Background: an optimization exercise with open tools, aiming at small area, a short achievable clock period and few clock cycles per item. Do not read the settings as production practice.
Only simulation tests tie the RTL to the original design; equivalence was not proved.
Power figures rest on the tool's default switching activity, not on a simulated workload.

Setup of run A:
==> flow/design.v (excerpt) <==
module suma_fp(input clk, input rst, input start, input [31:0] A, B, output [31:0] Y, output done);
For scale: about 1,100 cells after synthesis, roughly 36 flip-flops, roughly 100 I/O pins, about 0.0063 mm2 of cells after synthesis.
==> flow/config.mk <==
export PLATFORM = sky130hd
export DESIGN_NAME = suma_fp
export DESIGN_NICKNAME = suma_fp
export VERILOG_FILES = /design/flow/design.v
export SDC_FILE = /design/flow/constraint.sdc
export NUM_CORES = 4
export LEC_CHECK = 0
export ABC_AREA = 1
export CAP_MARGIN = 20
export CORE_MARGIN = 2
export CORE_UTILIZATION = 40
export PLACE_DENSITY = 0.6
export SLEW_MARGIN = 20
==> flow/constraint.sdc <==
create_clock -name core_clock -period 20.0 [get_ports {clk}]
set_input_delay 4.0000 -clock core_clock [delete_from_list [all_inputs] [get_ports {clk}]]
set_output_delay 4.0000 -clock core_clock [all_outputs]
set_load 0.01 [all_outputs]
standard.sh (not shown) runs the stock make flow with config.mk's settings and CLKGATE_MAP_FILE= SYNTH_SCRIPT=/design/flow/synth_recipe.tcl, a recipe that flattens the netlist after the stock synthesis.
==> flow/flow/run.sh <==
#!/bin/bash
set -e
export BUFFER_PORTS_ARGS="-buffer_cell sky130_fd_sc_hd__buf_1"
export SETUP_SLACK_MARGIN=11
bash standard.sh > standard.log 2>&1
Testbench counts of run A, summed over its fixed seeds: cycles 3,200, items 3,200.
diff inputs: run A => run B
Settings: CTS_BUF_LIST now sky130_fd_sc_hd__clkbuf_4, previously not set; SLEW_MARGIN now 0, was 20; CORE_UTILIZATION now 75, was 40; CAP_MARGIN now 0, was 20; PLACE_DENSITY now 0.9, was 0.6.
==> flow/flow/run.sh <==
#!/bin/bash
set -e
export BUFFER_PORTS_ARGS="-buffer_cell sky130_fd_sc_hd__buf_1"
export SETUP_SLACK_MARGIN=10.5
bash standard.sh > standard.log 2>&1
Results
The flow did not stop early for run B: all stages ran, and the layout cleared the timing, design-rule and antenna checks. When run B is measured against run A, its first-iteration DRC count turns out about 100% higher. Per the comparison of run B with run A, area of combinational cells with multiple inputs fell 4.9%; slew at the pin closest to its max-slew limit rose 36 ps. Run B vs run A: share of power burned in the clock network down in run B. In run B, the setup slack of the critical path after layout came out 440 ps below the value in run A. Count of buffering cells on the critical path with inverters included came out exactly the same in run A and run B. Against run A, run B comes in about 10% lower on final design area excluding fillers.
Modified inputs, run C compared to run B
Settings: PLACE_DENSITY changed from 0.9 to 0.6; CTS_BUF_LIST removed (was sky130_fd_sc_hd__clkbuf_4); SLEW_MARGIN changed from 0 to 20; CAP_MARGIN changed from 0 to 20; CORE_UTILIZATION changed from 75 to 40.
==> flow/flow/run.sh <==
#!/bin/bash
set -e
export BUFFER_PORTS_ARGS="-buffer_cell sky130_fd_sc_hd__buf_1"
export SETUP_SLACK_MARGIN=12
bash standard.sh > standard.log 2>&1
Results
Of run C and run B, the run reporting the lower worst setup slack was run B. Y dimension of the die: run C > run B. Global-route usage over all layers (lower): run C. Delta(non-clock buffer count, run C - run B) > 0. Per the comparison of run C with run B, inserted tap cell count went up, final standard cell utilization of the core went down, share of the final layout cell area in multi-input gates went down. In run C the post-synthesis to final-layout area growth turned out 27 points higher than in run B. Per the comparison of run C with run B, leakage power total now larger, power saw an increase. Share of the cycle needed by the critical path after routing down 2.0 points in run C wrt run B.


Setup of run 1:
Another version of the RTL of suma_fp (not shown whole).
Size: ~1100 cells after synthesis.
Settings: LEC_CHECK=0, ABC_AREA=1, CAP_MARGIN=0, CORE_MARGIN=2, CORE_UTILIZATION=75, CTS_BUF_LIST=sky130_fd_sc_hd__clkbuf_8, PLACE_DENSITY=0.9, SLEW_MARGIN=0; clock period 20.0 ns.
==> flow/flow/run.sh <==
#!/bin/bash
set -e
export BUFFER_PORTS_ARGS="-buffer_cell sky130_fd_sc_hd__buf_1"
export SETUP_SLACK_MARGIN=10.5
bash standard.sh > standard.log 2>&1
Testbench counts of run 1, summed over its fixed seeds: cycles 3,200, items 3,200.
For run 2, these inputs were changed with respect to run 1:
Settings: changing CTS_BUF_LIST from sky130_fd_sc_hd__clkbuf_8 to sky130_fd_sc_hd__clkbuf_4; changing PLACE_DENSITY from 0.9 to 0.8; changing CORE_UTILIZATION from 75 to 65; changing CAP_MARGIN from 0 to 20; changing SLEW_MARGIN from 0 to 20.
==> flow/flow/run.sh <==
#!/bin/bash
set -e
export BUFFER_PORTS_ARGS="-buffer_cell sky130_fd_sc_hd__buf_1"
export SETUP_SLACK_MARGIN=10
bash standard.sh > standard.log 2>&1
==> comparison <==
- On post-route worst hold slack, the higher figure sits with run 1, not run 2.
- Core footprint deteriorates in run 2 relative to run 1.
- Looking at minimum setup slack in the final design across run 1 and run 2, the one that comes out higher is run 1.
- Run 2 against run 1: total die area increased by about 15% relative to the old numbers; share of post-route cells with drive strength above 1 went down.
- Run 2 vs. run 1: core utilization decreased by 12 points relative to the old numbers; cell leakage power decreased by 0.088 nW relative to the old numbers.
The following lists how run 3 was set up differently from run 2:
Settings: PLACE_DENSITY: 0.8 -> 0.9; CORE_UTILIZATION: 65 -> 75; SLEW_MARGIN: 20 -> 0; CTS_BUF_LIST: sky130_fd_sc_hd__clkbuf_4 -> sky130_fd_sc_hd__clkbuf_8; CAP_MARGIN: 20 -> 0.
==> flow/flow/run.sh <==
#!/bin/bash
set -e
export BUFFER_PORTS_ARGS="-buffer_cell sky130_fd_sc_hd__buf_1"
export SETUP_SLACK_MARGIN=11
bash standard.sh > standard.log 2>&1
## What came out
The log for run 3 ends in global routing with error GRT-0232, so the run never completed.
CTS sink count came out exactly the same in run 3 and run 2.
Reported for run 3 and run 2, post-synthesis instance area turned out identical to the last digit.
Compared with run 2, run 3 shows die span in x that has gone down by a few percent.
Run 3 against run 2: post-placement worst setup slack up 0.63 ns, post-placement cell area up 0.70%, chip height down 6.8 um, final weighted congestion of routability-driven global placement up 1.8%, detailed placement HPWL down 2.7%.
Post-cts sizing count for run 3: 36 up relative to run 2
What run 4 does differently from run 3 at the input level:
Settings: a change of CTS_BUF_LIST from sky130_fd_sc_hd__clkbuf_8 to sky130_fd_sc_hd__clkbuf_4.
==> flow/flow/run.sh <==
#!/bin/bash
set -e
export BUFFER_PORTS_ARGS="-buffer_cell sky130_fd_sc_hd__buf_1"
export SETUP_SLACK_MARGIN=10.5
bash standard.sh > standard.log 2>&1
## What came out
Run 3 -> run 4: async set-or-reset flop fraction in the synthesized netlist delta 0, exact match. For the total setup buffers inserted after CTS, run 4 came in 19 lower than run 3 did. Of run 4 and run 3, run 4 shows the lower post-cts sizing count, with run 3 above it. Run 4 completed every stage of the flow, and the final layout passed the timing, design-rule and antenna checks. Run 4 vs. run 3: post-place setup slack picked up an extra 0.081 ns; placer's final routability congestion estimate lost about 5%.

-- re-timing with driven ports --
Ports are ideal in the flow. The routed layouts listed here were re-timed in OpenROAD. Step 1, drivers: a clkbuf_16 drives clk and a buf_2 each remaining input, both assumed. Step 2 also shifts input and output timing later by t, the mid clock arrival at the registers, as if the neighbouring blocks saw the same clock. Three values: ideal ports, drivers, drivers and shift; two values: the first two.
| run | t (ns) | slack for setup (ns) | hold slack, ns | cell pins on the clock port's net |
|---|---|---|---|---|
| run A | 0.304 | 11.073 / 11.057 / 10.753 | 3.870 / 3.864 / 4.168 | 1 |
| run B | 0.354 | 10.635 / 10.642 / 10.287 | 3.833 / 3.834 / 4.188 | 1 |
| run C | 0.310 | 11.026 / 11.013 / 10.703 | 3.871 / 3.860 / 4.170 | 1 |
| run 1 | 0.307 | 10.736 / 10.737 / 10.430 | 3.860 / 3.865 / 4.173 | 1 |
| run 2 | 0.349 | 10.551 / 10.557 / 10.208 | 3.813 / 3.814 / 4.164 | 1 |
| run 4 | 0.360 | 10.745 / 10.748 / 10.388 | 3.809 / 3.812 / 4.173 | 1 |
After both steps setup and hold are still met in every run listed. The setup slack of run 4, which loses most, moves by +0.003 ns with the drivers and by -0.357 ns with both steps.
